Source: an optimization exercise on an open RTL-to-GDS flow (aim: small area, a short achievable clock period and few clock cycles per item). Production flows keep margins and buffers that such runs may drop. RTL that was checked went through simulation tests only; none was proved equivalent to the original. Only the layout flow was run in run 2; the RTL was not checked for function there.

**flow/design.v**
```verilog
module add24(input [23:0] a, input [23:0] b, input ci, output [23:0] s);
  wire [23:0] p0 = a ^ b;
  wire [23:0] g0 = a & b;
  wire G0 = g0[0] | (p0[0] & ci);
  wire P0 = 1'b0;
  wire G1 = g0[2] | (p0[2] & g0[1]);
  wire P1 = p0[2] & p0[1];
  wire G2 = g0[4] | (p0[4] & g0[3]);
  wire P2 = p0[4] & p0[3];
  wire G3 = g0[6] | (p0[6] & g0[5]);
  wire P3 = p0[6] & p0[5];
  wire G4 = g0[8] | (p0[8] & g0[7]);
  wire P4 = p0[8] & p0[7];
  wire G5 = g0[10] | (p0[10] & g0[9]);
  wire P5 = p0[10] & p0[9];
  wire G6 = g0[12] | (p0[12] & g0[11]);
  wire P6 = p0[12] & p0[11];
  wire G7 = g0[14] | (p0[14] & g0[13]);
  wire P7 = p0[14] & p0[13];
  wire G8 = g0[16] | (p0[16] & g0[15]);
  wire P8 = p0[16] & p0[15];
  wire G9 = g0[18] | (p0[18] & g0[17]);
  wire P9 = p0[18] & p0[17];
  wire G10 = g0[20] | (p0[20] & g0[19]);
  wire P10 = p0[20] & p0[19];
  wire G11 = g0[22] | (p0[22] & g0[21]);
  wire P11 = p0[22] & p0[21];
  wire G12 = G1 | (P1 & G0);
  wire P12 = P1 & P0;
  wire G13 = G3 | (P3 & G2);
  wire P13 = P3 & P2;
  wire G14 = G5 | (P5 & G4);
  wire P14 = P5 & P4;
  wire G15 = G7 | (P7 & G6);
  wire P15 = P7 & P6;
  wire G16 = G9 | (P9 & G8);
  wire P16 = P9 & P8;
  wire G17 = G11 | (P11 & G10);
  wire P17 = P11 & P10;
  wire G18 = G13 | (P13 & G12);
  wire P18 = P13 & P12;
  wire G19 = G15 | (P15 & G14);
  wire P19 = P15 & P14;
  wire G20 = G17 | (P17 & G16);
  wire P20 = P17 & P16;
  wire G21 = G19 | (P19 & G18);
  wire P21 = P19 & P18;
  wire G22 = G20 | (P20 & G21);
  wire P22 = P20 & P21;
  wire G23 = G14 | (P14 & G18);
  wire P23 = P14 & P18;
  wire G24 = G16 | (P16 & G21);
  wire P24 = P16 & P21;
  wire G25 = G2 | (P2 & G12);
  wire P25 = P2 & P12;
  wire G26 = G4 | (P4 & G18);
  wire P26 = P4 & P18;
  wire G27 = G6 | (P6 & G23);
  wire P27 = P6 & P23;
  wire G28 = G8 | (P8 & G21);
  wire P28 = P8 & P21;
  wire G29 = G10 | (P10 & G24);
  wire P29 = P10 & P24;
  wire G30 = g0[1] | (p0[1] & G0);
  wire P30 = p0[1] & P0;
  wire G31 = g0[3] | (p0[3] & G12);
  wire P31 = p0[3] & P12;
  wire G32 = g0[5] | (p0[5] & G25);
  wire P32 = p0[5] & P25;
  wire G33 = g0[7] | (p0[7] & G18);
  wire P33 = p0[7] & P18;
  wire G34 = g0[9] | (p0[9] & G26);
  wire P34 = p0[9] & P26;
  wire G35 = g0[11] | (p0[11] & G23);
  wire P35 = p0[11] & P23;
  wire G36 = g0[13] | (p0[13] & G27);
  wire P36 = p0[13] & P27;
  wire G37 = g0[15] | (p0[15] & G21);
  wire P37 = p0[15] & P21;
  wire G38 = g0[17] | (p0[17] & G28);
  wire P38 = p0[17] & P28;
  wire G39 = g0[19] | (p0[19] & G24);
  wire P39 = p0[19] & P24;
  wire G40 = g0[21] | (p0[21] & G29);
  wire P40 = p0[21] & P29;
  wire G41 = g0[23] | (p0[23] & G22);
  wire P41 = p0[23] & P22;
  assign s[0] = p0[0] ^ ci;
  assign s[1] = p0[1] ^ G0;
  assign s[2] = p0[2] ^ G30;
  assign s[3] = p0[3] ^ G12;
  assign s[4] = p0[4] ^ G31;
  assign s[5] = p0[5] ^ G25;
  assign s[6] = p0[6] ^ G32;
  assign s[7] = p0[7] ^ G18;
  assign s[8] = p0[8] ^ G33;
  assign s[9] = p0[9] ^ G26;
  assign s[10] = p0[10] ^ G34;
  assign s[11] = p0[11] ^ G23;
  assign s[12] = p0[12] ^ G35;
  assign s[13] = p0[13] ^ G27;
  assign s[14] = p0[14] ^ G36;
  assign s[15] = p0[15] ^ G21;
  assign s[16] = p0[16] ^ G37;
  assign s[17] = p0[17] ^ G28;
  assign s[18] = p0[18] ^ G38;
  assign s[19] = p0[19] ^ G24;
  assign s[20] = p0[20] ^ G39;
  assign s[21] = p0[21] ^ G29;
  assign s[22] = p0[22] ^ G40;
  assign s[23] = p0[23] ^ G22;
endmodule
module mulk_csa(input [23:0] v, output [23:0] s, output [23:0] c);
  wire ns = ~v[23];
  wire t1 = v[1] ^ v[4];
  wire t2 = v[1] & v[4];
  wire t3 = v[2] ^ v[5] ^ v[6];
  wire t4 = (v[2] & v[5]) | (v[2] & v[6]) | (v[5] & v[6]);
  wire t5 = v[8] ^ v[9];
  wire t6 = v[8] & v[9];
  wire t7 = v[3] ^ v[6] ^ v[7];
  wire t8 = (v[3] & v[6]) | (v[3] & v[7]) | (v[6] & v[7]);
  wire t9 = v[4] ^ v[7];
  wire t10 = v[4] & v[7];
  wire t11 = t1 ^ v[5] ^ v[7];
  wire t12 = (t1 & v[5]) | (t1 & v[7]) | (v[5] & v[7]);
  wire t13 = v[8] ^ v[10] ^ v[11];
  wire t14 = (v[8] & v[10]) | (v[8] & v[11]) | (v[10] & v[11]);
  wire t15 = t3 ^ t5 ^ v[11];
  wire t16 = (t3 & t5) | (t3 & v[11]) | (t5 & v[11]);
  wire t17 = v[12] ^ v[13] ^ v[15];
  wire t18 = (v[12] & v[13]) | (v[12] & v[15]) | (v[13] & v[15]);
  wire t19 = v[18] ^ v[19] ^ v[20];
  wire t20 = (v[18] & v[19]) | (v[18] & v[20]) | (v[19] & v[20]);
  wire t21 = t7 ^ v[9] ^ v[10];
  wire t22 = (t7 & v[9]) | (t7 & v[10]) | (v[9] & v[10]);
  wire t23 = v[12] ^ v[13] ^ v[14];
  wire t24 = (v[12] & v[13]) | (v[12] & v[14]) | (v[13] & v[14]);
  wire t25 = v[16] ^ v[19] ^ v[20];
  wire t26 = (v[16] & v[19]) | (v[16] & v[20]) | (v[19] & v[20]);
  wire t27 = v[21] ^ ns;
  wire t28 = v[21] & ns;
  wire t29 = t9 ^ v[8] ^ v[10];
  wire t30 = (t9 & v[8]) | (t9 & v[10]) | (v[8] & v[10]);
  wire t31 = v[11] ^ v[13] ^ v[14];
  wire t32 = (v[11] & v[13]) | (v[11] & v[14]) | (v[13] & v[14]);
  wire t33 = v[15] ^ v[17] ^ v[20];
  wire t34 = (v[15] & v[17]) | (v[15] & v[20]) | (v[17] & v[20]);
  wire t35 = v[21] ^ v[22] ^ 1'b1;
  wire t36 = (v[21] & v[22]) | (v[21] & 1'b1) | (v[22] & 1'b1);
  wire t37 = v[5] ^ v[8] ^ v[9];
  wire t38 = (v[5] & v[8]) | (v[5] & v[9]) | (v[8] & v[9]);
  wire t39 = v[11] ^ v[12] ^ v[14];
  wire t40 = (v[11] & v[12]) | (v[11] & v[14]) | (v[12] & v[14]);
  wire t41 = v[15] ^ v[16] ^ v[18];
  wire t42 = (v[15] & v[16]) | (v[15] & v[18]) | (v[16] & v[18]);
  wire t43 = v[21] ^ v[22] ^ ns;
  wire t44 = (v[21] & v[22]) | (v[21] & ns) | (v[22] & ns);
  wire t45 = v[6] ^ v[9] ^ v[10];
  wire t46 = (v[6] & v[9]) | (v[6] & v[10]) | (v[9] & v[10]);
  wire t47 = v[12] ^ v[13] ^ v[15];
  wire t48 = (v[12] & v[13]) | (v[12] & v[15]) | (v[13] & v[15]);
  wire t49 = v[16] ^ v[17] ^ v[19];
  wire t50 = (v[16] & v[17]) | (v[16] & v[19]) | (v[17] & v[19]);
  wire t51 = v[7] ^ v[10] ^ v[11];
  wire t52 = (v[7] & v[10]) | (v[7] & v[11]) | (v[10] & v[11]);
  wire t53 = v[13] ^ v[14] ^ v[16];
  wire t54 = (v[13] & v[14]) | (v[13] & v[16]) | (v[14] & v[16]);
  wire t55 = v[8] ^ v[11] ^ v[12];
  wire t56 = (v[8] & v[11]) | (v[8] & v[12]) | (v[11] & v[12]);
  wire t57 = v[14] ^ v[15];
  wire t58 = v[14] & v[15];
  wire t59 = v[9] ^ v[12] ^ v[13];
  wire t60 = (v[9] & v[12]) | (v[9] & v[13]) | (v[12] & v[13]);
  wire t61 = v[15] ^ v[16];
  wire t62 = v[15] & v[16];
  wire t63 = v[10] ^ v[13] ^ v[14];
  wire t64 = (v[10] & v[13]) | (v[10] & v[14]) | (v[13] & v[14]);
  wire t65 = v[11] ^ v[14];
  wire t66 = v[11] & v[14];
  wire t67 = t11 ^ t13 ^ v[12];
  wire t68 = (t11 & t13) | (t11 & v[12]) | (t13 & v[12]);
  wire t69 = v[14] ^ v[17];
  wire t70 = v[14] & v[17];
  wire t71 = t15 ^ t17 ^ t19;
  wire t72 = (t15 & t17) | (t15 & t19) | (t17 & t19);
  wire t73 = v[22] ^ ns ^ ns;
  wire t74 = (v[22] & ns) | (v[22] & ns) | (ns & ns);
  wire t75 = t2 ^ t12;
  wire t76 = t2 & t12;
  wire t77 = t21 ^ t23 ^ t25;
  wire t78 = (t21 & t23) | (t21 & t25) | (t23 & t25);
  wire t79 = t27 ^ t4 ^ t6;
  wire t80 = (t27 & t4) | (t27 & t6) | (t4 & t6);
  wire t81 = t16 ^ t18 ^ t20;
  wire t82 = (t16 & t18) | (t16 & t20) | (t18 & t20);
  wire t83 = t29 ^ t31 ^ t33;
  wire t84 = (t29 & t31) | (t29 & t33) | (t31 & t33);
  wire t85 = t35 ^ t8 ^ t22;
  wire t86 = (t35 & t8) | (t35 & t22) | (t8 & t22);
  wire t87 = t24 ^ t26 ^ t28;
  wire t88 = (t24 & t26) | (t24 & t28) | (t26 & t28);
  wire t89 = t37 ^ t39 ^ t41;
  wire t90 = (t37 & t39) | (t37 & t41) | (t39 & t41);
  wire t91 = t43 ^ t10 ^ t30;
  wire t92 = (t43 & t10) | (t43 & t30) | (t10 & t30);
  wire t93 = t32 ^ t34 ^ t36;
  wire t94 = (t32 & t34) | (t32 & t36) | (t34 & t36);
  wire t95 = t45 ^ t47 ^ t49;
  wire t96 = (t45 & t47) | (t45 & t49) | (t47 & t49);
  wire t97 = v[22] ^ ns ^ t38;
  wire t98 = (v[22] & ns) | (v[22] & t38) | (ns & t38);
  wire t99 = t40 ^ t42 ^ t44;
  wire t100 = (t40 & t42) | (t40 & t44) | (t42 & t44);
  wire t101 = t51 ^ t53 ^ v[17];
  wire t102 = (t51 & t53) | (t51 & v[17]) | (t53 & v[17]);
  wire t103 = v[18] ^ v[20] ^ ns;
  wire t104 = (v[18] & v[20]) | (v[18] & ns) | (v[20] & ns);
  wire t105 = t46 ^ t48 ^ t50;
  wire t106 = (t46 & t48) | (t46 & t50) | (t48 & t50);
  wire t107 = t55 ^ t57 ^ v[17];
  wire t108 = (t55 & t57) | (t55 & v[17]) | (t57 & v[17]);
  wire t109 = v[18] ^ v[19] ^ v[21];
  wire t110 = (v[18] & v[19]) | (v[18] & v[21]) | (v[19] & v[21]);
  wire t111 = 1'b1 ^ t52 ^ t54;
  wire t112 = (1'b1 & t52) | (1'b1 & t54) | (t52 & t54);
  wire t113 = t59 ^ t61 ^ v[18];
  wire t114 = (t59 & t61) | (t59 & v[18]) | (t61 & v[18]);
  wire t115 = v[19] ^ v[20] ^ v[22];
  wire t116 = (v[19] & v[20]) | (v[19] & v[22]) | (v[20] & v[22]);
  wire t117 = 1'b1 ^ t56 ^ t58;
  wire t118 = (1'b1 & t56) | (1'b1 & t58) | (t56 & t58);
  wire t119 = t63 ^ v[16] ^ v[17];
  wire t120 = (t63 & v[16]) | (t63 & v[17]) | (v[16] & v[17]);
  wire t121 = v[19] ^ v[20] ^ v[21];
  wire t122 = (v[19] & v[20]) | (v[19] & v[21]) | (v[20] & v[21]);
  wire t123 = ns ^ t60 ^ t62;
  wire t124 = (ns & t60) | (ns & t62) | (t60 & t62);
  wire t125 = t65 ^ v[15] ^ v[17];
  wire t126 = (t65 & v[15]) | (t65 & v[17]) | (v[15] & v[17]);
  wire t127 = v[18] ^ v[20] ^ v[21];
  wire t128 = (v[18] & v[20]) | (v[18] & v[21]) | (v[20] & v[21]);
  wire t129 = v[22] ^ 1'b1 ^ t64;
  wire t130 = (v[22] & 1'b1) | (v[22] & t64) | (1'b1 & t64);
  wire t131 = v[12] ^ v[15] ^ v[16];
  wire t132 = (v[12] & v[15]) | (v[12] & v[16]) | (v[15] & v[16]);
  wire t133 = v[18] ^ v[19] ^ v[21];
  wire t134 = (v[18] & v[19]) | (v[18] & v[21]) | (v[19] & v[21]);
  wire t135 = v[22] ^ ns ^ t66;
  wire t136 = (v[22] & ns) | (v[22] & t66) | (ns & t66);
  wire t137 = v[13] ^ v[16] ^ v[17];
  wire t138 = (v[13] & v[16]) | (v[13] & v[17]) | (v[16] & v[17]);
  wire t139 = v[19] ^ v[20] ^ v[22];
  wire t140 = (v[19] & v[20]) | (v[19] & v[22]) | (v[20] & v[22]);
  wire t141 = v[14] ^ v[17] ^ v[18];
  wire t142 = (v[14] & v[17]) | (v[14] & v[18]) | (v[17] & v[18]);
  wire t143 = v[15] ^ v[18];
  wire t144 = v[15] & v[18];
  wire t145 = t67 ^ t69 ^ v[18];
  wire t146 = (t67 & t69) | (t67 & v[18]) | (t69 & v[18]);
  wire t147 = t71 ^ t73 ^ t75;
  wire t148 = (t71 & t73) | (t71 & t75) | (t73 & t75);
  wire t149 = t14 ^ t68;
  wire t150 = t14 & t68;
  wire t151 = t77 ^ t79 ^ t81;
  wire t152 = (t77 & t79) | (t77 & t81) | (t79 & t81);
  wire t153 = t72 ^ t74 ^ t76;
  wire t154 = (t72 & t74) | (t72 & t76) | (t74 & t76);
  wire t155 = t83 ^ t85 ^ t87;
  wire t156 = (t83 & t85) | (t83 & t87) | (t85 & t87);
  wire t157 = t78 ^ t80 ^ t82;
  wire t158 = (t78 & t80) | (t78 & t82) | (t80 & t82);
  wire t159 = t89 ^ t91 ^ t93;
  wire t160 = (t89 & t91) | (t89 & t93) | (t91 & t93);
  wire t161 = t84 ^ t86 ^ t88;
  wire t162 = (t84 & t86) | (t84 & t88) | (t86 & t88);
  wire t163 = t95 ^ t97 ^ t99;
  wire t164 = (t95 & t97) | (t95 & t99) | (t97 & t99);
  wire t165 = t90 ^ t92 ^ t94;
  wire t166 = (t90 & t92) | (t90 & t94) | (t92 & t94);
  wire t167 = t101 ^ t103 ^ t105;
  wire t168 = (t101 & t103) | (t101 & t105) | (t103 & t105);
  wire t169 = t96 ^ t98 ^ t100;
  wire t170 = (t96 & t98) | (t96 & t100) | (t98 & t100);
  wire t171 = t107 ^ t109 ^ t111;
  wire t172 = (t107 & t109) | (t107 & t111) | (t109 & t111);
  wire t173 = t102 ^ t104 ^ t106;
  wire t174 = (t102 & t104) | (t102 & t106) | (t104 & t106);
  wire t175 = t113 ^ t115 ^ t117;
  wire t176 = (t113 & t115) | (t113 & t117) | (t115 & t117);
  wire t177 = t108 ^ t110 ^ t112;
  wire t178 = (t108 & t110) | (t108 & t112) | (t110 & t112);
  wire t179 = t119 ^ t121 ^ t123;
  wire t180 = (t119 & t121) | (t119 & t123) | (t121 & t123);
  wire t181 = t114 ^ t116 ^ t118;
  wire t182 = (t114 & t116) | (t114 & t118) | (t116 & t118);
  wire t183 = t125 ^ t127 ^ t129;
  wire t184 = (t125 & t127) | (t125 & t129) | (t127 & t129);
  wire t185 = t120 ^ t122 ^ t124;
  wire t186 = (t120 & t122) | (t120 & t124) | (t122 & t124);
  wire t187 = t131 ^ t133 ^ t135;
  wire t188 = (t131 & t133) | (t131 & t135) | (t133 & t135);
  wire t189 = t126 ^ t128 ^ t130;
  wire t190 = (t126 & t128) | (t126 & t130) | (t128 & t130);
  wire t191 = t137 ^ t139 ^ ns;
  wire t192 = (t137 & t139) | (t137 & ns) | (t139 & ns);
  wire t193 = t132 ^ t134 ^ t136;
  wire t194 = (t132 & t134) | (t132 & t136) | (t134 & t136);
  wire t195 = t141 ^ v[20] ^ v[21];
  wire t196 = (t141 & v[20]) | (t141 & v[21]) | (v[20] & v[21]);
  wire t197 = ns ^ t138 ^ t140;
  wire t198 = (ns & t138) | (ns & t140) | (t138 & t140);
  wire t199 = t143 ^ v[19] ^ v[21];
  wire t200 = (t143 & v[19]) | (t143 & v[21]) | (v[19] & v[21]);
  wire t201 = v[22] ^ 1'b1 ^ t142;
  wire t202 = (v[22] & 1'b1) | (v[22] & t142) | (1'b1 & t142);
  wire t203 = v[16] ^ v[19] ^ v[20];
  wire t204 = (v[16] & v[19]) | (v[16] & v[20]) | (v[19] & v[20]);
  wire t205 = v[22] ^ ns ^ t144;
  wire t206 = (v[22] & ns) | (v[22] & t144) | (ns & t144);
  wire t207 = v[17] ^ v[20] ^ v[21];
  wire t208 = (v[17] & v[20]) | (v[17] & v[21]) | (v[20] & v[21]);
  wire t209 = v[18] ^ v[21];
  wire t210 = v[18] & v[21];
  wire t211 = t145 ^ v[19];
  wire t212 = t145 & v[19];
  wire t213 = t147 ^ t149 ^ t70;
  wire t214 = (t147 & t149) | (t147 & t70) | (t149 & t70);
  wire t215 = t151 ^ t153 ^ t148;
  wire t216 = (t151 & t153) | (t151 & t148) | (t153 & t148);
  wire t217 = t155 ^ t157 ^ t152;
  wire t218 = (t155 & t157) | (t155 & t152) | (t157 & t152);
  wire t219 = t159 ^ t161 ^ t156;
  wire t220 = (t159 & t161) | (t159 & t156) | (t161 & t156);
  wire t221 = t163 ^ t165 ^ t160;
  wire t222 = (t163 & t165) | (t163 & t160) | (t165 & t160);
  wire t223 = t167 ^ t169 ^ t164;
  wire t224 = (t167 & t169) | (t167 & t164) | (t169 & t164);
  wire t225 = t171 ^ t173 ^ t168;
  wire t226 = (t171 & t173) | (t171 & t168) | (t173 & t168);
  wire t227 = t175 ^ t177 ^ t172;
  wire t228 = (t175 & t177) | (t175 & t172) | (t177 & t172);
  wire t229 = t179 ^ t181 ^ t176;
  wire t230 = (t179 & t181) | (t179 & t176) | (t181 & t176);
  wire t231 = t183 ^ t185 ^ t180;
  wire t232 = (t183 & t185) | (t183 & t180) | (t185 & t180);
  wire t233 = t187 ^ t189 ^ t184;
  wire t234 = (t187 & t189) | (t187 & t184) | (t189 & t184);
  wire t235 = t191 ^ t193 ^ t188;
  wire t236 = (t191 & t193) | (t191 & t188) | (t193 & t188);
  wire t237 = t195 ^ t197 ^ t192;
  wire t238 = (t195 & t197) | (t195 & t192) | (t197 & t192);
  wire t239 = t199 ^ t201 ^ t196;
  wire t240 = (t199 & t201) | (t199 & t196) | (t201 & t196);
  wire t241 = t203 ^ t205 ^ t200;
  wire t242 = (t203 & t205) | (t203 & t200) | (t205 & t200);
  wire t243 = t207 ^ ns ^ t204;
  wire t244 = (t207 & ns) | (t207 & t204) | (ns & t204);
  wire t245 = t209 ^ v[22] ^ 1'b1;
  wire t246 = (t209 & v[22]) | (t209 & 1'b1) | (v[22] & 1'b1);
  wire t247 = v[19] ^ v[22] ^ ns;
  wire t248 = (v[19] & v[22]) | (v[19] & ns) | (v[22] & ns);
  wire t249 = t211 ^ v[21];
  wire t250 = t211 & v[21];
  wire t251 = t213 ^ t146 ^ t212;
  wire t252 = (t213 & t146) | (t213 & t212) | (t146 & t212);
  wire t253 = t215 ^ t150 ^ t214;
  wire t254 = (t215 & t150) | (t215 & t214) | (t150 & t214);
  wire t255 = t217 ^ t154 ^ t216;
  wire t256 = (t217 & t154) | (t217 & t216) | (t154 & t216);
  wire t257 = t219 ^ t158 ^ t218;
  wire t258 = (t219 & t158) | (t219 & t218) | (t158 & t218);
  wire t259 = t221 ^ t162 ^ t220;
  wire t260 = (t221 & t162) | (t221 & t220) | (t162 & t220);
  wire t261 = t223 ^ t166 ^ t222;
  wire t262 = (t223 & t166) | (t223 & t222) | (t166 & t222);
  wire t263 = t225 ^ t170 ^ t224;
  wire t264 = (t225 & t170) | (t225 & t224) | (t170 & t224);
  wire t265 = t227 ^ t174 ^ t226;
  wire t266 = (t227 & t174) | (t227 & t226) | (t174 & t226);
  wire t267 = t229 ^ t178 ^ t228;
  wire t268 = (t229 & t178) | (t229 & t228) | (t178 & t228);
  wire t269 = t231 ^ t182 ^ t230;
  wire t270 = (t231 & t182) | (t231 & t230) | (t182 & t230);
  wire t271 = t233 ^ t186 ^ t232;
  wire t272 = (t233 & t186) | (t233 & t232) | (t186 & t232);
  wire t273 = t235 ^ t190 ^ t234;
  wire t274 = (t235 & t190) | (t235 & t234) | (t190 & t234);
  wire t275 = t237 ^ t194 ^ t236;
  wire t276 = (t237 & t194) | (t237 & t236) | (t194 & t236);
  wire t277 = t239 ^ t198 ^ t238;
  wire t278 = (t239 & t198) | (t239 & t238) | (t198 & t238);
  wire t279 = t241 ^ t202 ^ t240;
  wire t280 = (t241 & t202) | (t241 & t240) | (t202 & t240);
  wire t281 = t243 ^ t206 ^ t242;
  wire t282 = (t243 & t206) | (t243 & t242) | (t206 & t242);
  wire t283 = t245 ^ t208 ^ t244;
  wire t284 = (t245 & t208) | (t245 & t244) | (t208 & t244);
  wire t285 = t247 ^ t210 ^ t246;
  wire t286 = (t247 & t210) | (t247 & t246) | (t210 & t246);
  wire t287 = v[20] ^ ns ^ t248;
  wire t288 = (v[20] & ns) | (v[20] & t248) | (ns & t248);
  wire t289 = v[21] ^ 1'b1;
  wire t290 = v[21] & 1'b1;
  wire t291 = v[22] ^ 1'b1;
  wire t292 = v[22] & 1'b1;
  wire [23:0] r0 = {1'b1, ns, t291, t289, t287, t285, t283, t281, t279, t277, t275, t273, t271, t269, t267, t265, t263, t261, t259, t257, t255, t253, t251, t249};
  wire [23:0] r1 = {1'b0, t292, t290, t288, t286, t284, t282, t280, t278, t276, t274, t272, t270, t268, t266, t264, t262, t260, t258, t256, t254, t252, t250, v[22]};
  assign s = r0;
  assign c = r1;
endmodule
module givens8_cordic
(
	input						clk,
	input						rst_n,
	input						start,
	input		[2:0]			index,
	input		[383:0]		data_in,
	output	[383:0]		data_out,
	output					done
);
	localparam [3:0] K_LAST = 4'd4;	 
	reg		[383:0]		r;			 
	reg		[7:0]			ysn;		 
	reg		[2:0]			idx [0:7];	 
	reg						done_r;
	reg		[3:0]			ka  [0:7];	 
	reg		[3:0]			kb  [0:7];	 
	reg		[7:0]			busy;		 
	reg		[7:0]			pre;		 
	reg		[7:0]			rot;		 
	reg		[7:0]			scl;		 
	assign done = done_r;
	assign data_out = r;
	genvar i;
	wire [7:0] ymsb = ~ysn;
	wire [383:0] lane;
	generate for (i = 0; i < 8; i = i + 1) begin : g_lane
		wire [2:0] pi = idx[i];
		wire sgn = ymsb[pi];
		wire [3:0] kya = ka[i];
		wire [3:0] kxb = kb[i];
		wire signed [23:0] xv = r[24*i +: 24];
		wire signed [23:0] yv = r[192 + 24*i +: 24];
		wire [23:0] ax = pre[i] ? 24'd0 : xv;
		wire [23:0] ay = pre[i] ? 24'd0 : yv;
		wire [23:0] ysh = yv >>> kya;
		wire [23:0] xsh = xv >>> kxb;
		add24 u_ax (.a(ax), .b(ysh ^ {24{sgn}}),  .ci(sgn),  .s(lane[24*i +: 24]));
		add24 u_ay (.a(ay), .b(xsh ^ {24{~sgn}}), .ci(~sgn), .s(lane[192 + 24*i +: 24]));
	end endgenerate
	wire [383:0] ring;
	generate for (i = 0; i < 4; i = i + 1) begin : g_ring
		wire [23:0] e0 = r[24*(2*i)       +: 24];
		wire [23:0] e1 = r[192 + 24*(2*i) +: 24];
		wire [23:0] e2 = r[24*(2*i+1)     +: 24];
		wire [23:0] e3 = r[192 + 24*(2*i+1) +: 24];
		wire [23:0] ps, pc;
		reg  [23:0] qs, qc;
		mulk_csa u_csa (.v(e3), .s(ps), .c(pc));
		always @(posedge clk) begin
			qs <= ps;
			qc <= pc;
		end
		add24 u_cpa (.a(qs), .b(qc), .ci(1'b0), .s(ring[24*(2*i) +: 24]));
		assign ring[192 + 24*(2*i) +: 24] = e0;
		assign ring[24*(2*i+1)     +: 24] = e1;
		assign ring[192 + 24*(2*i+1) +: 24] = e2;
	end endgenerate
	generate for (i = 0; i < 8; i = i + 1) begin : g_pair
		wire go = start & ~busy[i];
		wire [23:0] xd = rot[i] ? lane[24*i +: 24] :
		                 scl[i] ? ring[24*i +: 24] : data_in[24*i +: 24];
		wire [23:0] yd = rot[i] ? lane[192 + 24*i +: 24] :
		                 scl[i] ? ring[192 + 24*i +: 24] : data_in[192 + 24*i +: 24];
		always @(posedge clk) begin
			if (busy[i] | start) begin
				r[24*i +: 24]       <= xd;
				r[192 + 24*i +: 24] <= yd;
				ysn[i]              <= ~yd[23];
			end
		end
		always @(posedge clk or negedge rst_n) begin
			if (!rst_n) begin
				busy[i] <= 1'b0;
				pre[i]  <= 1'b0;
				rot[i]  <= 1'b0;
				scl[i]  <= 1'b0;
				ka[i]   <= 4'd0;
				kb[i]   <= 4'd0;
				idx[i]  <= 3'd0;
			end
			else if (go) begin
				busy[i] <= 1'b1;
				pre[i]  <= 1'b1;
				rot[i]  <= 1'b1;
				scl[i]  <= 1'b0;
				ka[i]   <= 4'd0;
				kb[i]   <= 4'd0;
				idx[i]  <= index;
			end
			else if (busy[i]) begin
				pre[i] <= 1'b0;
				if (!pre[i]) begin
					ka[i] <= ka[i] + 4'd1;
					kb[i] <= kb[i] + 4'd1;
				end
				if (rot[i] && !pre[i] && ka[i] == 4'd15) begin
					rot[i] <= 1'b0;
					scl[i] <= 1'b1;
				end
				if (scl[i] && ka[i] == K_LAST) begin
					busy[i] <= 1'b0;
					scl[i]  <= 1'b0;
				end
			end
		end
	end endgenerate
	always @(posedge clk or negedge rst_n) begin
		if (!rst_n)
			done_r <= 1'b0;
		else if (start & ~busy[0])
			done_r <= 1'b0;
		else if (scl[0] && ka[0] == K_LAST)
			done_r <= 1'b1;
	end
endmodule
```
**flow/flow/run.sh**
```bash
#!/bin/bash
# Standard synthesis (standard.sh synth, unchanged) and the standard ORFS
# layout, with changes only to the cells the layout steps may insert:
# - port buffers are buf_2 (buffer_ports -buffer_cell) instead of the
#   default delay buffer;
# - each layout step marks the delay buffers clkdlybuf4s* don't-use, so the
#   resizer's buffers are ordinary buffers.
set -euo pipefail
bash standard.sh synth > synth.log 2>&1
export BUFFER_PORTS_ARGS="-buffer_cell sky130_fd_sc_hd__buf_2"
H="$PWD/flow/dont_use.tcl"
for step in FLOORPLAN GLOBAL_PLACE RESIZE DETAIL_PLACE REPAIR_TIMING_POST_PLACE CTS GLOBAL_ROUTE DETAIL_ROUTE; do
  export PRE_${step}_TCL="$H"
done
bash standard.sh finish > layout.log 2>&1
```
**flow/flow/dont_use.tcl**
```tcl
# Sourced at the start of each layout step: keep the resizer from picking the
# slow delay buffers (clkdlybuf4s*) for the buffers it inserts.
set_dont_use [get_lib_cells sky130_fd_sc_hd__clkdlybuf4s*]
```
**flow/standard.sh**
```bash
#!/bin/bash
# synth_recipe.tcl (not shown) runs the flow's synth.tcl, then flattens the netlist and writes it again
# the make line also repeats each setting of config.mk as NAME=value (left out here)
make -C /OpenROAD-flow-scripts/flow DESIGN_CONFIG=/design/flow/config.mk WORK_HOME=/design/flow/orfs CLKGATE_MAP_FILE= SYNTH_SCRIPT=/design/flow/synth_recipe.tcl "${@:-finish}"
```
**flow/config.mk**
```make
export PLATFORM = sky130hd
export DESIGN_NAME = givens8_cordic
export DESIGN_NICKNAME = givens8_cordic
export VERILOG_FILES = /design/flow/design.v
export SDC_FILE = /design/flow/constraint.sdc
export NUM_CORES = 4
export LEC_CHECK = 0
export CAP_MARGIN = 20
export CORE_MARGIN = 2
export CORE_UTILIZATION = 40
export CTS_BUF_LIST = sky130_fd_sc_hd__clkbuf_8 sky130_fd_sc_hd__clkbuf_16
export CTS_CLUSTER_DIAMETER = 100
export CTS_CLUSTER_SIZE = 20
export SLEW_MARGIN = 65
```
**flow/constraint.sdc**
```tcl
create_clock -name core_clock -period 20.0 [get_ports {clk}]
set_input_delay 4.0000 -clock core_clock [delete_from_list [all_inputs] [get_ports {clk}]]
set_output_delay 4.0000 -clock core_clock [all_outputs]
set_load 0.01 [all_outputs]
```
==> notes.md, run 1 <==
| Quantity | Reported |
| --- | --- |
| Prevailing post-synth register cell | edfxtp_1 |
| Number of buffers added to fix hold violations after cts | 0 |
| Initial antenna violation count | 35 |
| Clock period minus worst slack | 6040 ps |
| Layout overhead on the synthesized area | 12.4% |
| H-tree depth | 2 |
| Overflow left after global routing | 0 |
| Post-CTS Repair Setup Buffers | 0 |
| Arrival time of data at the critical path endpoint | 2040 ps |
| Largest fanout on the critical path | 8 |
| Pre-Repair DR Iteration Count | 6 |
| Fill cell total of the finished layout | 19700 |
| # setup viols final | 0 |
| Number of rows in the core area | 166 |
| Delay of the slowest cell on the worst path | 650 ps |
| Clock tree from TritonCTS | built |
| Detail-routed via count per cell | 5.66 |
| Weighted congestion reported at the end of routability-driven placement | 0.982 |
| Vias in the first global route | 67500 |
| I/O pin total | 775 |
| Post-route clock skew | 37.5 ps |
| Number of nets in the final layout | 10700 |
| Critical path's top delay family | flip-flops |
| Total Wirelength | 295000 um |
| CP Data Required Time | 16000 ps |
| Horizontal extent of the die | 457 um |
| Max_slew headroom | 60.6% |
| DRC | 0 |
| Final TNS setup | 0 ps |
| Overall fraction of global-route tracks in use | 27.6% |
| Final hold violation count | 0 |
| Peak clock frequency supported by timing | 166 MHz |
| Number of CTS-inserted buffers | 58 |
| Number of flip-flops and latches in the synthesized netlist | 693 |
| Actual transition at the worst max-transition pin | 590 ps |
| Ys Warns | 4 |
| Tcrit/Tclk final | 30.2% |
| Share of cells above drive strength 1 | 18.7% |
| Number of I/O port buffers | 774 |
| Class of the most critical hold timing path | reg2reg |
| Initial core utilization | 40.2% |
| Area of the die | 209000 sq um |
| EDFF count, synth | 392 |
| Area of the mapped netlist | 82100 sq um |
| Final Max Slew Viols | 0 |
| Async set or reset register ratio after synthesis | 17.5% |
| Most common cell in the synthesized netlist | inv_1 |
| Ordered list of cells on the worst path | buf_1 > buf_2 |
| Vias post-DR | 66900 |
| Startpoint type of the worst setup path | register |
| Max-capacitance violation count | 0 |
| Detailed-route wire length per cell | 25.0 um |
| TritonCTS Sinks | 693 |
| Path type of the worst setup path | reg2out |
| Area contributors post-synth | fa_1 (17%), edfxtp_1 (14%), ha_1 (8.4%), mux2i_1 (7.0%), mux4_2 (6.8%) |
| Part of the Yosys area used for sequential elements | 22.4% |
| WP buf/inv | 2 |
| Top post-synthesis cells by count | inv_1 (775), fa_1 (696), nand2_1 (647) |
| CTS root buffer | clkbuf_16 |
| Status | no timing/DRC/antenna violations |
| Number of cells produced by synthesis | 8437 |
| Yosys top cell by area | fa_1 |
| Wire length of the first global-routing pass | 437000 um |
| Height of the die | 457 um |
| Proportion of netlist area held by the largest area contributor | 17.0% |
| Pin count of the biggest net entering global routing | 71 |
| Avg Inst Size Synth | 9.73 sq um |
| Final antenna-violating net count | 0 |
| Synthesized Nets | 10100 |
| Clock transition at the registers of the reported paths | 90 ps |
| DR iter-0 viols | 5754 |
| Cells resized by post-CTS repair | 0 |
| Setup repair after global routing missed its margin | no |
| Synth unique cells | 84 |
| Final HPWL DP | 238000 um |
| Critical path capture point type | primary output |
| Buffer levels on the longest clock path | 3 |
| CP max-delay cell | edfxtp_1 |
| Area of the placeable core | 204000 sq um |
| Clock network latency to the later pin of the worst-skew pair | 750 ps |
flip-flops by register name, summed over array words and instances, names as in the netlist:
signal     cells
scl            8
rot            8
pre            8
done_r         1
r            384
idx           24
g_ring.qc     88
g_ring.qs     92
ysn            8
kb            32
busy           8
ka            32
area by class of cell:
type / instances / area [sq um] / share of cell area [%]
Antenna cell: 20 / 50.0 / 0.0542
Clock buffer: 59 / 1480 / 1.60
Clock inverter: 49 / 563 / 0.610
Inverter: 805 / 3080 / 3.34
Multi-Input combinational cell: 6471 / 59300 / 64.3
Sequential cell: 693 / 18600 / 20.1
Tap cell: 2688 / 3360 / 3.65
Timing Repair Buffer: 1036 / 5880 / 6.38
kinds of logic (layout without fill, tap and decap cells):
logic type,count (synthesis),count (layout),share of synthesized area (%)
xor gates and xnor gates,634,634,6.76
other,0,20,0
adders and majority gates,1248,1248,25.4
muxes,951,951,15.6
DFF,693,693,22.4
AOI/OAI and AO/OA,1693,1693,12.3
buffers and inverters,1273,1949,5.88
and+or+nand+nor,1945,1945,11.6
through the flow:
| stage | setup WS [ps] | hold WS, ps | util (%) | cell area (sq um) | std cells |
|---|---|---|---|---|---|
| after floorplan | 13970 | 463 | - | 82100 | 8437 |
| after global placement | 13350 | 477 | 43.1 | 88200 | 11600 |
| after detailed placement | 13870 | 485 | 43.9 | 89700 | 11700 |
| after CTS | 13830 | 505 | 44.9 | 91700 | 11800 |
| after global routing | 13860 | 532 | 45.1 | 92300 | 11800 |
| final | 13960 | 502 | 45.1 | 92300 | 11800 |
placed cells by master, fill, tap and decap left out, types with 423 or more instances in the layout:
| cell | n |
|---|---|
| ha_1 | 552 |
| o21ai_0 | 523 |
| mux2i_1 | 534 |
| nand2_1 | 647 |
| inv_1 | 758 |
| nor2b_1 | 470 |
| xnor2_1 | 423 |
| fa_1 | 696 |
| buf_2 | 870 |
| a21oi_1 | 448 |
routing by layer:
layer	routed length (um)	share of wire (%)	global-route usage, %	up-vias
met2	139000	47	45.0	2355
met4	15700	5.3	13.3	14
met5	81	0.027	0	-
li1	-	-	-	30500
met3	18100	6.1	3.53	486
met1	123000	42	36.4	33600
final timing paths:
check / depth (start not counted) / from / slack, ps / endpoint
worst max-delay path: 2 / r[234]$_DFFE_PP_ / 13960 / data_out[234]
worst min-delay path: 1 / done_r$_DFFE_PN0N_ / 500 / done_r$_DFFE_PN0N_
worst max register to register: 20 / ysn[0]$_DFFE_PP_ / 14270 / ysn[5]$_DFFE_PP_
worst min register to register: 1 / done_r$_DFFE_PN0N_ / 500 / done_r$_DFFE_PN0N_
min in group asynchronous: 1 / rst_n / 3070 / kb[4][1]$_DFFE_PN0P_
max in group asynchronous: 3 / rst_n / 15930 / rot[7]$_DFFE_PN0P_
Testbench counts, summed over its fixed seeds: cycles 73,608, items 3,200.
==> run 2: changes to the inputs <==
--- a/flow/design.v
+++ b/flow/design.v
@@ -26,88 +26,112 @@
   wire G11 = g0[22] | (p0[22] & g0[21]);
   wire P11 = p0[22] & p0[21];
-  wire G12 = G1 | (P1 & G0);
-  wire P12 = P1 & P0;
-  wire G13 = G3 | (P3 & G2);
-  wire P13 = P3 & P2;
-  wire G14 = G5 | (P5 & G4);
-  wire P14 = P5 & P4;
-  wire G15 = G7 | (P7 & G6);
-  wire P15 = P7 & P6;
-  wire G16 = G9 | (P9 & G8);
-  wire P16 = P9 & P8;
-  wire G17 = G11 | (P11 & G10);
-  wire P17 = P11 & P10;
-  wire G18 = G13 | (P13 & G12);
-  wire P18 = P13 & P12;
-  wire G19 = G15 | (P15 & G14);
-  wire P19 = P15 & P14;
-  wire G20 = G17 | (P17 & G16);
-  wire P20 = P17 & P16;
-  wire G21 = G19 | (P19 & G18);
-  wire P21 = P19 & P18;
-  wire G22 = G20 | (P20 & G21);
-  wire P22 = P20 & P21;
-  wire G23 = G14 | (P14 & G18);
-  wire P23 = P14 & P18;
-  wire G24 = G16 | (P16 & G21);
-  wire P24 = P16 & P21;
-  wire G25 = G2 | (P2 & G12);
-  wire P25 = P2 & P12;
-  wire G26 = G4 | (P4 & G18);
-  wire P26 = P4 & P18;
-  wire G27 = G6 | (P6 & G23);
-  wire P27 = P6 & P23;
-  wire G28 = G8 | (P8 & G21);
-  wire P28 = P8 & P21;
-  wire G29 = G10 | (P10 & G24);
-  wire P29 = P10 & P24;
-  wire G30 = g0[1] | (p0[1] & G0);
-  wire P30 = p0[1] & P0;
-  wire G31 = g0[3] | (p0[3] & G12);
-  wire P31 = p0[3] & P12;
-  wire G32 = g0[5] | (p0[5] & G25);
-  wire P32 = p0[5] & P25;
-  wire G33 = g0[7] | (p0[7] & G18);
-  wire P33 = p0[7] & P18;
-  wire G34 = g0[9] | (p0[9] & G26);
-  wire P34 = p0[9] & P26;
-  wire G35 = g0[11] | (p0[11] & G23);
-  wire P35 = p0[11] & P23;
-  wire G36 = g0[13] | (p0[13] & G27);
-  wire P36 = p0[13] & P27;
-  wire G37 = g0[15] | (p0[15] & G21);
-  wire P37 = p0[15] & P21;
-  wire G38 = g0[17] | (p0[17] & G28);
-  wire P38 = p0[17] & P28;
-  wire G39 = g0[19] | (p0[19] & G24);
-  wire P39 = p0[19] & P24;
-  wire G40 = g0[21] | (p0[21] & G29);
-  wire P40 = p0[21] & P29;
-  wire G41 = g0[23] | (p0[23] & G22);
-  wire P41 = p0[23] & P22;
+  wire G12 = g0[1] | (p0[1] & G0);
+  wire P12 = p0[1] & P0;
+  wire G13 = G1 | (P1 & G0);
+  wire P13 = P1 & P0;
+  wire G14 = g0[5] | (p0[5] & G2);
+  wire P14 = p0[5] & P2;
+  wire G15 = G3 | (P3 & G2);
+  wire P15 = P3 & P2;
+  wire G16 = g0[9] | (p0[9] & G4);
+  wire P16 = p0[9] & P4;
+  wire G17 = G5 | (P5 & G4);
+  wire P17 = P5 & P4;
+  wire G18 = g0[13] | (p0[13] & G6);
+  wire P18 = p0[13] & P6;
+  wire G19 = G7 | (P7 & G6);
+  wire P19 = P7 & P6;
+  wire G20 = g0[17] | (p0[17] & G8);
+  wire P20 = p0[17] & P8;
+  wire G21 = G9 | (P9 & G8);
+  wire P21 = P9 & P8;
+  wire G22 = g0[21] | (p0[21] & G10);
+  wire P22 = p0[21] & P10;
+  wire G23 = G11 | (P11 & G10);
+  wire P23 = P11 & P10;
+  wire G24 = g0[3] | (p0[3] & G13);
+  wire P24 = p0[3] & P13;
+  wire G25 = G2 | (P2 & G13);
+  wire P25 = P2 & P13;
+  wire G26 = G14 | (P14 & G13);
+  wire P26 = P14 & P13;
+  wire G27 = G15 | (P15 & G13);
+  wire P27 = P15 & P13;
+  wire G28 = g0[11] | (p0[11] & G17);
+  wire P28 = p0[11] & P17;
+  wire G29 = G6 | (P6 & G17);
+  wire P29 = P6 & P17;
+  wire G30 = G18 | (P18 & G17);
+  wire P30 = P18 & P17;
+  wire G31 = G19 | (P19 & G17);
+  wire P31 = P19 & P17;
+  wire G32 = g0[19] | (p0[19] & G21);
+  wire P32 = p0[19] & P21;
+  wire G33 = G10 | (P10 & G21);
+  wire P33 = P10 & P21;
+  wire G34 = G22 | (P22 & G21);
+  wire P34 = P22 & P21;
+  wire G35 = G23 | (P23 & G21);
+  wire P35 = P23 & P21;
+  wire G36 = g0[7] | (p0[7] & G27);
+  wire P36 = p0[7] & P27;
+  wire G37 = G4 | (P4 & G27);
+  wire P37 = P4 & P27;
+  wire G38 = G16 | (P16 & G27);
+  wire P38 = P16 & P27;
+  wire G39 = G17 | (P17 & G27);
+  wire P39 = P17 & P27;
+  wire G40 = G28 | (P28 & G27);
+  wire P40 = P28 & P27;
+  wire G41 = G29 | (P29 & G27);
+  wire P41 = P29 & P27;
+  wire G42 = G30 | (P30 & G27);
+  wire P42 = P30 & P27;
+  wire G43 = G31 | (P31 & G27);
+  wire P43 = P31 & P27;
+  wire G44 = g0[23] | (p0[23] & G35);
+  wire P44 = p0[23] & P35;
+  wire G45 = g0[15] | (p0[15] & G43);
+  wire P45 = p0[15] & P43;
+  wire G46 = G8 | (P8 & G43);
+  wire P46 = P8 & P43;
+  wire G47 = G20 | (P20 & G43);
+  wire P47 = P20 & P43;
+  wire G48 = G21 | (P21 & G43);
+  wire P48 = P21 & P43;
+  wire G49 = G32 | (P32 & G43);
+  wire P49 = P32 & P43;
+  wire G50 = G33 | (P33 & G43);
+  wire P50 = P33 & P43;
+  wire G51 = G34 | (P34 & G43);
+  wire P51 = P34 & P43;
+  wire G52 = G35 | (P35 & G43);
+  wire P52 = P35 & P43;
+  wire G53 = G44 | (P44 & G43);
+  wire P53 = P44 & P43;
   assign s[0] = p0[0] ^ ci;
   assign s[1] = p0[1] ^ G0;
-  assign s[2] = p0[2] ^ G30;
-  assign s[3] = p0[3] ^ G12;
-  assign s[4] = p0[4] ^ G31;
+  assign s[2] = p0[2] ^ G12;
+  assign s[3] = p0[3] ^ G13;
+  assign s[4] = p0[4] ^ G24;
   assign s[5] = p0[5] ^ G25;
-  assign s[6] = p0[6] ^ G32;
-  assign s[7] = p0[7] ^ G18;
-  assign s[8] = p0[8] ^ G33;
-  assign s[9] = p0[9] ^ G26;
-  assign s[10] = p0[10] ^ G34;
-  assign s[11] = p0[11] ^ G23;
-  assign s[12] = p0[12] ^ G35;
-  assign s[13] = p0[13] ^ G27;
-  assign s[14] = p0[14] ^ G36;
-  assign s[15] = p0[15] ^ G21;
-  assign s[16] = p0[16] ^ G37;
-  assign s[17] = p0[17] ^ G28;
-  assign s[18] = p0[18] ^ G38;
-  assign s[19] = p0[19] ^ G24;
-  assign s[20] = p0[20] ^ G39;
-  assign s[21] = p0[21] ^ G29;
-  assign s[22] = p0[22] ^ G40;
-  assign s[23] = p0[23] ^ G22;
+  assign s[6] = p0[6] ^ G26;
+  assign s[7] = p0[7] ^ G27;
+  assign s[8] = p0[8] ^ G36;
+  assign s[9] = p0[9] ^ G37;
+  assign s[10] = p0[10] ^ G38;
+  assign s[11] = p0[11] ^ G39;
+  assign s[12] = p0[12] ^ G40;
+  assign s[13] = p0[13] ^ G41;
+  assign s[14] = p0[14] ^ G42;
+  assign s[15] = p0[15] ^ G43;
+  assign s[16] = p0[16] ^ G45;
+  assign s[17] = p0[17] ^ G46;
+  assign s[18] = p0[18] ^ G47;
+  assign s[19] = p0[19] ^ G48;
+  assign s[20] = p0[20] ^ G49;
+  assign s[21] = p0[21] ^ G50;
+  assign s[22] = p0[22] ^ G51;
+  assign s[23] = p0[23] ^ G52;
 endmodule
 module mulk_csa(input [23:0] v, output [23:0] s, output [23:0] c);
==> run 2 against run 1 <==
Against the previous run:
- area after synthesis fell by 1.3%
- first-iteration DRC count fell by 1.4%
- flip-flop and latch count did not move
- die area fell by 1.3%
- critical endpoint is now data_out[330]
==> notes.md, run 2 <==
| Quantity | Reported | vs previous |
| --- | --- | --- |
| Status | no timing/DRC/antenna violations |  |
| # setup viols final | 0 | unchanged |
| H-tree depth | 2 | unchanged |
| Number of buffers added to fix hold violations after cts | 0 | unchanged |
| DRC | 0 | unchanged |
| CP Data Required Time | 16000 ps | about the same |
| Number of nets in the final layout | 10700 | -0.037% |
| EDFF count, synth | 392 | unchanged |
| Largest fanout on the critical path | 8 | unchanged |
| End of the worst register-to-register path | ysn[3]$_DFFE_PP_ |  |
| Most common cell in the synthesized netlist | inv_1 |  |
| Worst Hold Depth | 2 | +1 |
| Max-capacitance violation count | 0 | unchanged |
| Ordered list of cells on the worst path | buf_2 > buf_2 |  |
| Yosys top cell by area | edfxtp_1 |  |
| Buffer levels on the longest clock path | 3 | unchanged |
| Launching element of the worst setup path | r[330]$_DFFE_PP_ |  |
| Hold EP | done_r$_DFFE_PN0N_ |  |
| I/O pin total | 775 | unchanged |
| Initial antenna violation count | 33 | -5.7% |
| Final hold violation count | 0 | unchanged |
| Share of cells above drive strength 1 | 18.4% | -0.37 points |
| Path type of the worst setup path | reg2out |  |
| Cell seen most often among critical-path stages | buf_2 |  |
| Area of the die | 206000 sq um | -1.3% |
| Arrival time of data at the critical path endpoint | 1960 ps | -80 ps |
| Overall fraction of global-route tracks in use | 27.5% | -0.11 points |
| Top reg by flops | r |  |
| Tcrit/Tclk final | 29.8% | -0.42 points |
| Wire length of the first global-routing pass | 429000 um | -1.8% |
| Class of the most critical hold timing path | reg2reg |  |
| Number of placed instances, taps included | 11800 | +1.2% |
| Number of cells produced by synthesis | 8580 | +1.7% |
| Number of CTS-inserted buffers | 57 | -1.7% |
| Final Max Slew Viols | 0 | unchanged |
| CP max-delay cell | edfxtp_1 |  |
| Area contributors post-synth | edfxtp_1 (15%), fa_1 (14%), ha_1 (8.5%), mux2i_1 (7.6%), mux4_2 (6.0%) |  |
| Fill cell total of the finished layout | 19500 | -1.1% |
| Height of the die | 454 um | -0.65% |
| Max_slew headroom | 62.5% | +1.9 points |
| Post-route clock skew | 44.3 ps | +6.72 ps |
| Clock network latency to the later pin of the worst-skew pair | 770 ps | +20 ps |
| Max reg flops | 384 | unchanged |
| Clock period minus worst slack | 5960 ps | -84.0 ps |
| Clock tree from TritonCTS | built |  |
| Pin count of the biggest net entering global routing | 65 | -8.5% |
| Number of flip-flops and latches in the synthesized netlist | 693 | unchanged |
| Avg Inst Size Synth | 9.44 sq um | -3.0% |
| Peak clock frequency supported by timing | 168 MHz | +1.4% |
| DR iter-0 viols | 5676 | -1.4% |
| Pre-Repair DR Iteration Count | 8 | +2 |
| Top flop regs | r: 384 flops, g_ring.qs: 92 flops, g_ring.qc: 88 flops |  |
| Number of rows in the core area | 165 | -0.60% |
| Total Wirelength | 292000 um | -1.2% |
| Number of I/O port buffers | 774 | unchanged |
| Critical path capture point type | primary output |  |
| Hold slack final | 518 ps | +16.0 ps |
| Final TNS setup | 0 ps | unchanged |
| Layout Cells excl Fill | 11900 | +0.98% |
| Startpoint of the most critical register-to-register path | kb[3][1]$_DFFE_PN0P_ |  |
| Ys Warns | 4 | unchanged |
| Origin of the worst min-delay path | done_r$_DFFE_PN0N_ |  |
| Post-CTS Repair Setup Buffers | 0 | unchanged |
| Actual transition at the worst max-transition pin | 563 ps | -27.5 ps |
| Prevailing post-synth register cell | edfxtp_1 |  |
| Area of the mapped netlist | 81000 sq um | -1.3% |
| Weighted congestion reported at the end of routability-driven placement | 0.962 | -2.0% |
| Final HPWL DP | 234000 um | -1.6% |
| Part of the Yosys area used for sequential elements | 22.7% | +0.30 points |
| Proportion of netlist area held by the largest area contributor | 14.5% | -2.4 points |
| Slack of the worst reg-to-reg path | 14480 ps | +210 ps |
| Delay of the slowest cell on the worst path | 610 ps | -40 ps |
| TritonCTS Sinks | 693 | unchanged |
| PnR worst setup slack | 14040 ps | +84.0 ps |
| CTS root buffer | clkbuf_16 |  |
| Overflow left after global routing | 0 | unchanged |
| Vias post-DR | 67500 | +0.82% |
| Cells on worst reg2reg path | 19 | -5.0% |
| Vias in the first global route | 67200 | -0.38% |
| Synthesized Nets | 10100 | +0.030% |
| Layout overhead on the synthesized area | 12.4% | about the same |
| Initial core utilization | 40.2% | about the same |
| Cells resized by post-CTS repair | 0 | unchanged |
| Setup repair after global routing missed its margin | no |  |
| Synth unique cells | 89 | +6.0% |
| Async set or reset register ratio after synthesis | 17.5% | unchanged |
| Worst slack, placed | 13650 ps | -225 ps |
| Commonest cells after routing, fill and taps aside | buf_2 (860), inv_1 (754), o21ai_0 (729) |  |
| Detail-routed via count per cell | 5.65 | -0.16% |
| Startpoint type of the worst setup path | register |  |
| Detailed-route wire length per cell | 24.5 um | -2.1% |
| Final antenna-violating net count | 0 | unchanged |
| Clock transition at the registers of the reported paths | 90 ps | about the same |
| Top post-synthesis cells by count | inv_1 (772), o21ai_0 (741), nand2_1 (695) |  |
| Most common library cell in the layout ignoring fill and taps | buf_2 |  |
| Horizontal extent of the die | 454 um | -0.65% |
| Area of the placeable core | 202000 sq um | -1.3% |
==> run 2: cell families (layout without fill, tap and decap cells) <==
kind of cell | count (synthesis) | after routing | synth area share, %
AO/OA/AOI/OAI | 1803 | 1803 | 13.3
XOR/XNOR | 734 | 734 | 7.93
adder cells (fa/ha/maj) | 1108 | 1108 | 22.3
buffers and inverters | 1261 | 1931 | 5.94
flip-flops | 693 | 693 | 22.7
multiplexers | 986 | 986 | 16.0
other | 0 | 15 | 0
AND/OR/NAND/NOR | 1995 | 1995 | 11.8
==> run 2: per-layer routing <==
layer / vias up / track usage (%) / share of wire, %
li1: 31100 / - / -
met1: 33500 / 35.9 / 42
met2: 2405 / 44.6 / 47
met3: 550 / 4.23 / 6.3
met4: 8 / 13.3 / 5.4
met5: - / 0 / 0.016
==> run 2: final cells by class <==
class,count,area (sq um),share of cell area (%)
Multi-Input combinational cell,6626,58200,63.9
Sequential cell,693,18600,20.4
Timing Repair Buffer,1032,5910,6.48
Tap cell,2672,3340,3.67
Inverter,791,3020,3.32
Clock buffer,61,1520,1.66
Clock inverter,47,524,0.576
Antenna cell,15,37.5,0.0412
==> run 2: worst max-delay path by stage <==
stage	endpoint	slack, ps
3_3_place_gp	r[300]$_DFFE_PP_	13120
2_1_floorplan	r[168]$_DFFE_PP_	13980
4_1_cts	data_out[383]	13950
3_5_place_dp	r[347]$_DFFE_PP_	13650
5_1_grt	data_out[330]	13990
6_report	data_out[330]	14040
==> run 2: metrics by stage <==
step           cell area [sq um]  utilization [%]
2_1_floorplan              81000                -
3_3_place_gp               87000             43.1
3_5_place_dp               88600             43.9
4_1_cts                    90600             44.9
5_1_grt                    91100             45.2
6_report                   91100             45.2
==> run 2: critical path: cells and delay by family (launching register included) <==
kind | cells | cell delay (ps)
flops | 1 | 610
buf+inv | 2 | 610
==> run 3: changes to the inputs <==
--- a/flow/design.v
+++ b/flow/design.v
@@ -450,5 +450,4 @@
 	reg						done_r;
 	reg		[3:0]			ka  [0:7];	 
-	reg		[3:0]			kb  [0:7];	 
 	reg		[7:0]			busy;		 
 	reg		[7:0]			pre;		 
@@ -464,5 +463,4 @@
 		wire sgn = ymsb[pi];
 		wire [3:0] kya = ka[i];
-		wire [3:0] kxb = kb[i];
 		wire signed [23:0] xv = r[24*i +: 24];
 		wire signed [23:0] yv = r[192 + 24*i +: 24];
@@ -470,5 +468,5 @@
 		wire [23:0] ay = pre[i] ? 24'd0 : yv;
 		wire [23:0] ysh = yv >>> kya;
-		wire [23:0] xsh = xv >>> kxb;
+		wire [23:0] xsh = xv >>> kya;
 		add24 u_ax (.a(ax), .b(ysh ^ {24{sgn}}),  .ci(sgn),  .s(lane[24*i +: 24]));
 		add24 u_ay (.a(ay), .b(xsh ^ {24{~sgn}}), .ci(~sgn), .s(lane[192 + 24*i +: 24]));
@@ -512,5 +510,4 @@
 				scl[i]  <= 1'b0;
 				ka[i]   <= 4'd0;
-				kb[i]   <= 4'd0;
 				idx[i]  <= 3'd0;
 			end
@@ -521,5 +518,4 @@
 				scl[i]  <= 1'b0;
 				ka[i]   <= 4'd0;
-				kb[i]   <= 4'd0;
 				idx[i]  <= index;
 			end
@@ -528,5 +524,4 @@
 				if (!pre[i]) begin
 					ka[i] <= ka[i] + 4'd1;
-					kb[i] <= kb[i] + 4'd1;
 				end
 				if (rot[i] && !pre[i] && ka[i] == 4'd15) begin
--- a/flow/config.mk
+++ b/flow/config.mk
@@ -12,3 +12,3 @@
 export CTS_CLUSTER_DIAMETER = 100
 export CTS_CLUSTER_SIZE = 20
-export SLEW_MARGIN = 65
+export SLEW_MARGIN = 55
==> run 3 against run 2 <==
Against the previous run:
- critical path type unchanged
- clock-buffer cell count rose by 1
- maximum frequency down 2.9%
- worst setup slack lost 180 ps
- still clean on timing, DRC and antenna
- cell count is 0.94% lower
- critical path depth stayed put
- die area is 1.5% lower
- largest cell class unchanged
- critical endpoint is now data_out[234]
- highest routed layer unchanged
- via count decreased by 0.15%
- non-clock buffer count shrank 78
- clock skew rose by 35 ps
==> notes.md, run 3 <==
| Quantity | Reported | vs previous |
| --- | --- | --- |
| Top reg by flops | r |  |
| Largest fanout on the critical path | 8 | unchanged |
| Top flop regs | r: 384 flops, g_ring.qs: 92 flops, g_ring.qc: 88 flops |  |
| CP Data Required Time | 16000 ps | about the same |
| Slack of the worst reg-to-reg path | 13960 ps | -520 ps |
| Initial antenna violation count | 40 | +21% |
| Pin count of the biggest net entering global routing | 97 | +49% |
| Clock tree from TritonCTS | built |  |
| Number of I/O port buffers | 774 | unchanged |
| Status | no timing/DRC/antenna violations |  |
| Wire length of the first global-routing pass | 433000 um | +0.90% |
| Post-route cell area | 88800 sq um | -2.6% |
| # setup viols final | 0 | unchanged |
| Total Wirelength | 295000 um | +0.92% |
| Clock transition at the registers of the reported paths | 90 ps | about the same |
| Worst slack, placed | 13830 ps | +183 ps |
| DRC | 0 | unchanged |
| Critical path capture point type | primary output |  |
| Initial core utilization | 40.3% | +0.18 points |
| Number of nets in the final layout | 10600 | -0.93% |
| Most common cell in the synthesized netlist | nand2_1 |  |
| Overflow left after global routing | 0 | unchanged |
| Yosys top cell by area | edfxtp_1 |  |
| Peak clock frequency supported by timing | 163 MHz | -2.9% |
| Async set or reset register ratio after synthesis | 13.5% | -4.0 points |
| Vias post-DR | 67400 | -0.15% |
| EDFF count, synth | 392 | unchanged |
| Detail-routed via count per cell | 5.70 | +0.80% |
| Clock network latency to the later pin of the worst-skew pair | 780 ps | about the same |
| Weighted congestion reported at the end of routability-driven placement | 0.997 | +3.6% |
| Number of placed instances, taps included | 11700 | -0.94% |
| Commonest cells after routing, fill and taps aside | buf_2 (846), nand2_1 (783), inv_1 (758) |  |
| Horizontal extent of the die | 451 um | -0.74% |
| Height of the die | 451 um | -0.74% |
| Share of cells above drive strength 1 | 16.4% | -2.0 points |
| Ys Warns | 3 | -1 |
| DR iter-0 viols | 5431 | -4.3% |
| Hold slack final | 529 ps | +11.0 ps |
| Area of the placeable core | 198000 sq um | -1.9% |
| Post-route clock skew | 79.3 ps | +35.1 ps |
| Clock period minus worst slack | 6130 ps | +176 ps |
| Area of the mapped netlist | 79800 sq um | -1.5% |
| Arrival time of data at the critical path endpoint | 2130 ps | +170 ps |
| Area after DPL | 86600 sq um | -2.3% |
| Final HPWL DP | 236000 um | +0.50% |
| Startpoint type of the worst setup path | register |  |
| Max-capacitance violation count | 0 | unchanged |
| Tcrit/Tclk final | 30.7% | +0.88 points |
| Synthesized Nets | 10100 | -0.12% |
| Layout Cells excl Fill | 11800 | -0.94% |
| Setup repair after global routing missed its margin | no |  |
| Number of buffers added to fix hold violations after cts | 0 | unchanged |
| Final antenna-violating net count | 0 | unchanged |
| Max_slew headroom | 49.3% | -13 points |
| Vias in the first global route | 67000 | -0.34% |
| Cells resized by post-CTS repair | 0 | unchanged |
| Number of flip-flops and latches in the synthesized netlist | 661 | -4.6% |
| I/O pin total | 775 | unchanged |
| Detailed-route wire length per cell | 24.9 um | +1.9% |
| Prevailing post-synth register cell | edfxtp_1 |  |
| Path type of the worst setup path | reg2out |  |
| Number of cells produced by synthesis | 8576 | -0.047% |
| Synth unique cells | 92 | +3.4% |
| Area contributors post-synth | edfxtp_1 (15%), fa_1 (14%), ha_1 (8.5%), mux2i_1 (7.1%), mux4_2 (6.7%) |  |
| Overall fraction of global-route tracks in use | 28.2% | +0.66 points |
| Number of CTS-inserted buffers | 55 | -3.5% |
| Buffer levels on the longest clock path | 3 | unchanged |
| Area of the die | 203000 sq um | -1.5% |
| Post-CTS Repair Setup Buffers | 0 | unchanged |
| Proportion of netlist area held by the largest area contributor | 14.7% | +0.22 points |
| PnR worst setup slack | 13870 ps | -176 ps |
| Actual transition at the worst max-transition pin | 739 ps | +177 ps |
| Final hold violation count | 0 | unchanged |
| Number of rows in the core area | 163 | -1.2% |
| Class of the most critical hold timing path | reg2reg |  |
| Final Max Slew Viols | 0 | unchanged |
| Final TNS setup | 0 ps | unchanged |
| Max reg flops | 384 | unchanged |
| Avg Inst Size Synth | 9.31 sq um | -1.4% |
| Pre-Repair DR Iteration Count | 6 | -2 |
| Most common library cell in the layout ignoring fill and taps | buf_2 |  |
| CTS root buffer | clkbuf_16 |  |
| Part of the Yosys area used for sequential elements | 22.1% | -0.66 points |
| H-tree depth | 2 | unchanged |
| Top post-synthesis cells by count | nand2_1 (783), inv_1 (766), o21ai_0 (620) |  |
| Layout overhead on the synthesized area | 11.2% |  |
| TritonCTS Sinks | 661 | -4.6% |
## run 3: cell count changes after synthesis, moves of 29 or more
cell | before | now
o21ai_1 | 4 | 40
o21ai_0 | 741 | 620
mux2i_1 | 617 | 565
xor2_1 | 268 | 229
dfrtp_1 | 121 | 89
nand2_1 | 695 | 783
a211oi_1 | 117 | 146
mux2_2 | 134 | 93
nor2_1 | 432 | 403
a21oi_1 | 452 | 506
## run 3: kinds of logic after synthesis
group           count (synthesis)  share of synthesized area (%)
mux                           904                           15.3
buf+inv                      1265                           6.02
compound gates               1838                           13.8
flops                         661                           22.1
simple gates                 2092                           12.5
xor+xnor                      716                           7.86
fa+ha+maj                    1100                           22.5
## run 3: path summary, 6_finish.rpt
path                                        end  cells past startpoint          startpoint
max in group asynchronous  ka[0][0]$_DFFE_PN0P_                      2               rst_n
min in group asynchronous  ka[5][1]$_DFFE_PN0P_                      1               rst_n
hold / removal               done_r$_DFFE_PN0N_                      2  done_r$_DFFE_PN0N_
setup / recovery                  data_out[234]                      2    r[234]$_DFFE_PP_
setup reg to reg               ysn[7]$_DFFE_PP_                     17    ysn[2]$_DFFE_PP_
hold reg to reg              done_r$_DFFE_PN0N_                      2  done_r$_DFFE_PN0N_
## run 3: metal layers
metal,part of all wire [%],global-route usage [%]
met1,42,37.4
met2,46,45.1
met3,5.5,3.08
met4,6.1,15.1
met5,0.020,0
## run 3: worst max-delay path, cell delays in order, from the launching register on
cell	delay [ps]
edfxtp_1	660
buf_1	500
buf_2	240
## run 3: cell type report
| cell class | instances | area, sq um |
|---|---|---|
| diodes | 29 | 72.6 |
| clock inverters | 41 | 469 |
| inverters | 788 | 3010 |
| clock buffers | 62 | 1510 |
| well taps | 2640 | 3300 |
| repair buffers | 954 | 5060 |
| multi-input cells | 6650 | 57600 |
| flip-flops and latches | 661 | 17700 |
| fillers | 19400 | 109000 |
## run 3: per-stage QoR
stage | util (%)
2_1_floorplan | -
3_3_place_gp | 43.4
3_5_place_dp | 43.8
4_1_cts | 44.8
5_1_grt | 44.9
6_report | 44.9
Testbench counts of run 3, summed over its fixed seeds: cycles 73,608, items 3,200.

[what the ideal ports hide]
How much do the figures lean on ideal ports? The routed layouts below were timed once more, with nothing changed but the port constraints. Step 1 sets driving cells, clkbuf_16 on the clock port and buf_2 on the other inputs (assumed; they add their load-dependent delay and slew). Step 2 adds t to the input delays and takes it off the output delays; t is the mean of the earliest and latest rising clock arrival at the registers after step 1. Input paths then give back, and output paths get back, about the clock's delay inside the block. Slacks: no drivers / after step 1 / after step 2; pairs: no drivers / after step 1.
run	t, ns	slack for setup (ns)	worst setup path after step 2
run 1	0.804	13.959 / 13.884 / 13.882	input to register
run 2	0.826	14.043 / 13.961 / 13.580	input to register
run 3	0.824	13.867 / 13.781 / 13.720	input to register
After both steps setup and hold are still met in every run listed. For run 2, which loses most, drivers alone change the setup slack by -0.082 ns; drivers and shift together by -0.463 ns.
